Background: an optimization exercise with open tools, aiming at small area and a short achievable clock period. Do not read the settings as production practice.
The RTL was checked by simulation tests, not by an equivalence proof against the original design.
No activity file was given, so power comes from the tool's default toggle rates.

==> flow/design.v (excerpt) <==
module risc6_core (
    input clk,
    input rst,
    input [31:0] instr,
    output reg [31:0] pc,
    output reg [31:0] R0, R1, R2, R3,
    output [31:0] R4, R5, R6, R7,
    output reg halt
);
Settings: LEC_CHECK=0, ABC_AREA=0, CAP_MARGIN=20, CORE_MARGIN=2, CORE_UTILIZATION=55, SETUP_SLACK_MARGIN=3.2, SLEW_MARGIN=20, SYNTH_HIERARCHICAL=1; clock period 6.0 ns.
standard.sh (not shown) runs the stock make flow with config.mk's settings and CLKGATE_MAP_FILE= SYNTH_SCRIPT=/design/flow/synth_recipe.tcl, a recipe that flattens the netlist after the stock synthesis.
==> flow/flow/run.sh <==
#!/bin/bash
# Standard layout, with plain buffers (not delay cells) on the ports, and
# a clock tree with larger sink clusters and no dummy loads.
set -e
export BUFFER_PORTS_ARGS="-buffer_cell sky130_fd_sc_hd__buf_1"
export CTS_ARGS="-sink_clustering_enable -repair_clock_nets -dont_use_dummy_load -sink_clustering_size 36 -sink_clustering_max_diameter 150"
bash standard.sh > standard.log 2>&1
The baseline produced a clean layout.
==> next run, changes <==
--- a/flow/flow/run.sh
+++ b/flow/flow/run.sh
@@ -6 +6 @@
-export CTS_ARGS="-sink_clustering_enable -repair_clock_nets -dont_use_dummy_load -sink_clustering_size 36 -sink_clustering_max_diameter 150"
+export CTS_ARGS="-sink_clustering_enable -repair_clock_nets -dont_use_dummy_load -sink_clustering_size 30 -sink_clustering_max_diameter 120"
--- a/flow/config.mk
+++ b/flow/config.mk
@@ -12 +12 @@
-export SETUP_SLACK_MARGIN = 3.2
+export SETUP_SLACK_MARGIN = 3.1
Outcome:
- power fell by about 1.5%
- core utilization drops by 1.3 points
- worst setup slack loses 100 ps
- design area is lower by 2.0%
- first-iteration DRC count rises by 18%
- flip-flop and latch count is unchanged
- final cell count stays the same
- critical path depth climbs by 2
- routed wire length increases by about 3%
==> next run, changes <==
--- a/flow/config.mk
+++ b/flow/config.mk
@@ -12 +12 @@
-export SETUP_SLACK_MARGIN = 3.1
+export SETUP_SLACK_MARGIN = 3.2
Outcome: Power rises by 1.5%. Routed wire length went down by 3.1%. Synthesized area stays the same. Worst hold slack is worse by 6.6 ps. Via count shrinks by 1.7%. Clock skew fell by 12 ps. Cell area went up by 2.0%. Sequential cell count does not change. Maximum frequency is higher by 3.7%. Count of clock-buffer cells in the layout is unchanged.
==> next run, changes <==
--- a/flow/config.mk
+++ b/flow/config.mk
@@ -12 +12 @@
-export SETUP_SLACK_MARGIN = 3.2
+export SETUP_SLACK_MARGIN = 3.25
What happened:
- setup slack improved by 22 ps
- fmax rises by about 0.8%
- clock-buffer cell count is unchanged
- power rises by 1.0%
- sequential power hardly moves
==> next run, changes <==
--- a/flow/flow/run.sh
+++ b/flow/flow/run.sh
@@ -6 +6 @@
-export CTS_ARGS="-sink_clustering_enable -repair_clock_nets -dont_use_dummy_load -sink_clustering_size 30 -sink_clustering_max_diameter 120"
+export CTS_ARGS="-sink_clustering_enable -repair_clock_nets -dont_use_dummy_load -sink_clustering_size 24 -sink_clustering_max_diameter 100"
--- a/flow/config.mk
+++ b/flow/config.mk
@@ -12 +12 @@
-export SETUP_SLACK_MARGIN = 3.25
+export SETUP_SLACK_MARGIN = 3.2
=>
- via count decreases slightly
- register-to-register slack is worse by 20 ps
- synthesized area stays the same
- design area goes down slightly
- worst hold slack stays flat
- setup slack loses 22 ps
- die area does not change
- first-iteration DRC count went down by a little under a tenth

* * *

## wip/nickel
risc6_core, a different RTL version from the one above (not shown whole).
For scale: ~320 I/O pins, roughly 13000 µm² of cells after synthesis.
==> flow/design.v (excerpt) <==
module risc6_core (
    input clk,
    input rst,
    input [31:0] instr,
    output reg [31:0] pc,
    output reg [31:0] R0, R1, R2, R3,
    output [31:0] R4, R5, R6, R7,
    output reg halt
);
export LEC_CHECK = 0
export ABC_AREA = 0
export CAP_MARGIN = 20
export CORE_MARGIN = 2
export CORE_UTILIZATION = 55
export SETUP_SLACK_MARGIN = 3.2
export SLEW_MARGIN = 20
export SYNTH_HIERARCHICAL = 1
create_clock -name core_clock -period 6.0 [get_ports {clk}]
==> flow/flow/run.sh <==
#!/bin/bash
# Standard layout, with plain buffers (not delay cells) on the ports and
# no dummy loads in the clock tree.
set -e
export BUFFER_PORTS_ARGS="-buffer_cell sky130_fd_sc_hd__buf_1"
export CTS_ARGS="-sink_clustering_enable -repair_clock_nets -dont_use_dummy_load"
bash standard.sh > standard.log 2>&1
Per the final summary, wip/nickel finished and its layout is clean on timing, DRC and antenna.
#### Input delta (wip/raven over wip/nickel)
==> flow/flow/run.sh <==
#!/bin/bash
# Standard layout, with plain buffers (not delay cells) on the ports, and
# a clock tree with larger sink clusters and no dummy loads.
set -e
export BUFFER_PORTS_ARGS="-buffer_cell sky130_fd_sc_hd__buf_1"
export CTS_ARGS="-sink_clustering_enable -repair_clock_nets -dont_use_dummy_load -sink_clustering_size 30 -sink_clustering_max_diameter 120"
bash standard.sh > standard.log 2>&1
==> comparison <==
- Number of antenna-violating nets in the routed design essentially unchanged between wip/nickel and wip/raven.
- Against wip/nickel, wip/raven comes in 1.1 points higher on fraction of the cycle the final worst path needs.
- From wip/nickel to wip/raven the numbers moved as follows: post-cts gate resize count lower, shortest clock period the worst path allows after layout higher, final-layout non-clock buffer area share roughly the same.
[inputs] wip/quartz vs wip/raven
==> flow/flow/run.sh <==
#!/bin/bash
# Standard layout, with plain buffers (not delay cells) on the ports.
set -e
cp standard.sh standard_sh_copy.log
export BUFFER_PORTS_ARGS="-buffer_cell sky130_fd_sc_hd__buf_1"
bash standard.sh > standard.log 2>&1
## What came out
- Every run (wip/quartz and wip/raven) finished clean.
- wip/quartz consumes more power than wip/raven does.
- Sort wip/quartz and wip/raven by share of power burned in combinational logic asc -> top: wip/quartz
- Total global routing overflow: wip/quartz vs wip/raven identical
- Post-layout worst setup margin: wip/quartz vs wip/raven up 0.044 ns
- The final reports for wip/quartz and wip/raven show maximum VDD drop higher in the former.
- Compared with wip/raven, wip/quartz shows a higher detailed-routing iteration count for the pre-antenna-repair pass.
- As far as total half-perimeter wirelength after legalization and detailed placement goes, wip/raven and wip/quartz are indistinguishable; the numbers are identical.
Input changes introduced in wip/xenon (baseline for comparison: wip/quartz):
Settings: SETUP_SLACK_MARGIN changed from 3.2 to 3.0.
## What came out
Looking at final-stage net count across wip/quartz and wip/xenon, the one that comes out higher is wip/quartz.
Final worst-path setup slack: wip/xenon lower than wip/quartz
Routed wire length: wip/xenon vs wip/quartz down 0.59%
Between wip/xenon and wip/quartz, the total global routing track utilization figures differ only marginally.
The first-pass GRT wire length of wip/xenon falls short of that of wip/quartz by about 0.34%.
Looking only at area of all placed cells without fillers, and setting everything else aside, the higher value of wip/quartz and wip/xenon goes to wip/quartz.
Side by side, power turned out lower in wip/xenon than in wip/quartz.
The higher share of the clock period used by the worst path after layout of wip/quartz and wip/xenon is in wip/xenon.
On stage delay of the slowest cell on the critical path, wip/quartz and wip/xenon are basically level.
## Diff of input files: wip/fjord against wip/xenon
Settings: CORE_UTILIZATION changed from 55 to 65; PLACE_DENSITY newly set to 0.72; SETUP_SLACK_MARGIN changed from 3.0 to 3.2.
==> flow/flow/run.sh <==
#!/bin/bash
# Standard layout, with plain buffers (not delay cells) on the ports, and
# a clock tree with larger sink clusters and no dummy loads.
set -e
export BUFFER_PORTS_ARGS="-buffer_cell sky130_fd_sc_hd__buf_1"
export CTS_ARGS="-sink_clustering_enable -repair_clock_nets -dont_use_dummy_load -sink_clustering_size 30 -sink_clustering_max_diameter 120"
bash standard.sh > standard.log 2>&1
## What came out
Diff wip/xenon -> wip/fjord | achievable frequency | up slightly. Re remaining antenna violation count: no difference whatsoever between wip/fjord and wip/xenon. Summary of wip/fjord over wip/xenon: utilization of the core after routing went up 11 points; worst-case vdd ir drop higher; measured slew at the worst slew-check pin lower. In the metrics for wip/xenon and wip/fjord, the one carrying the lower final wirelength is wip/fjord.

-- port drivers added, routing unchanged --
In the flow no input, the clock included, has a driving cell. The finished layouts below were timed again as built, in two steps. Step 1: set_driving_cell puts a clkbuf_16 on clk and a buf_2 on each other input, an assumption about the parent block. Step 2 also shifts input and output timing later by t, the mid clock arrival at the registers, as if the neighbouring blocks saw the same clock. Three values: ideal, step 1, step 2; two values: the first two.
| run | t, ns | setup slack, ns | clock arrival spread, ns | slew at the worst register clock pin (ns) | worst slew at a driven data input, ns |
|---|---|---|---|---|---|
| the first run of note 1 | 0.475 | 3.319 / 3.319 / 3.230 | 0.029 / 0.029 | 0.08 / 0.08 | 0.04 |
| the second run of note 1 | 0.475 | 3.219 / 3.219 / 3.219 | 0.040 / 0.040 | 0.09 / 0.09 | 0.04 |
| the third run of note 1 | 0.475 | 3.319 / 3.319 / 3.230 | 0.029 / 0.029 | 0.08 / 0.08 | 0.04 |
| the fourth run of note 1 | 0.476 | 3.342 / 3.342 / 3.223 | 0.033 / 0.033 | 0.08 / 0.08 | 0.05 |
| the fifth run of note 1 | 0.475 | 3.319 / 3.319 / 3.230 | 0.029 / 0.029 | 0.08 / 0.08 | 0.04 |
| wip/nickel | 0.558 | 3.262 / 3.262 / 3.247 | 0.046 / 0.046 | 0.06 / 0.06 | 0.05 |
| wip/raven | 0.517 | 3.196 / 3.196 / 3.196 | 0.012 / 0.012 | 0.11 / 0.11 | 0.05 |
| wip/quartz | 0.581 | 3.240 / 3.240 / 3.240 | 0.014 / 0.014 | 0.06 / 0.06 | 0.05 |
| wip/xenon | 0.573 | 3.178 / 3.178 / 3.178 | 0.011 / 0.011 | 0.06 / 0.06 | 0.05 |
| wip/fjord | 0.506 | 3.219 / 3.219 / 3.219 | 0.059 / 0.059 | 0.11 / 0.11 | 0.04 |
After both steps every run listed still meets setup and hold. The setup slack of the fourth run of note 1, which loses most, moves by 0.000 ns with the drivers and by -0.119 ns with both steps.
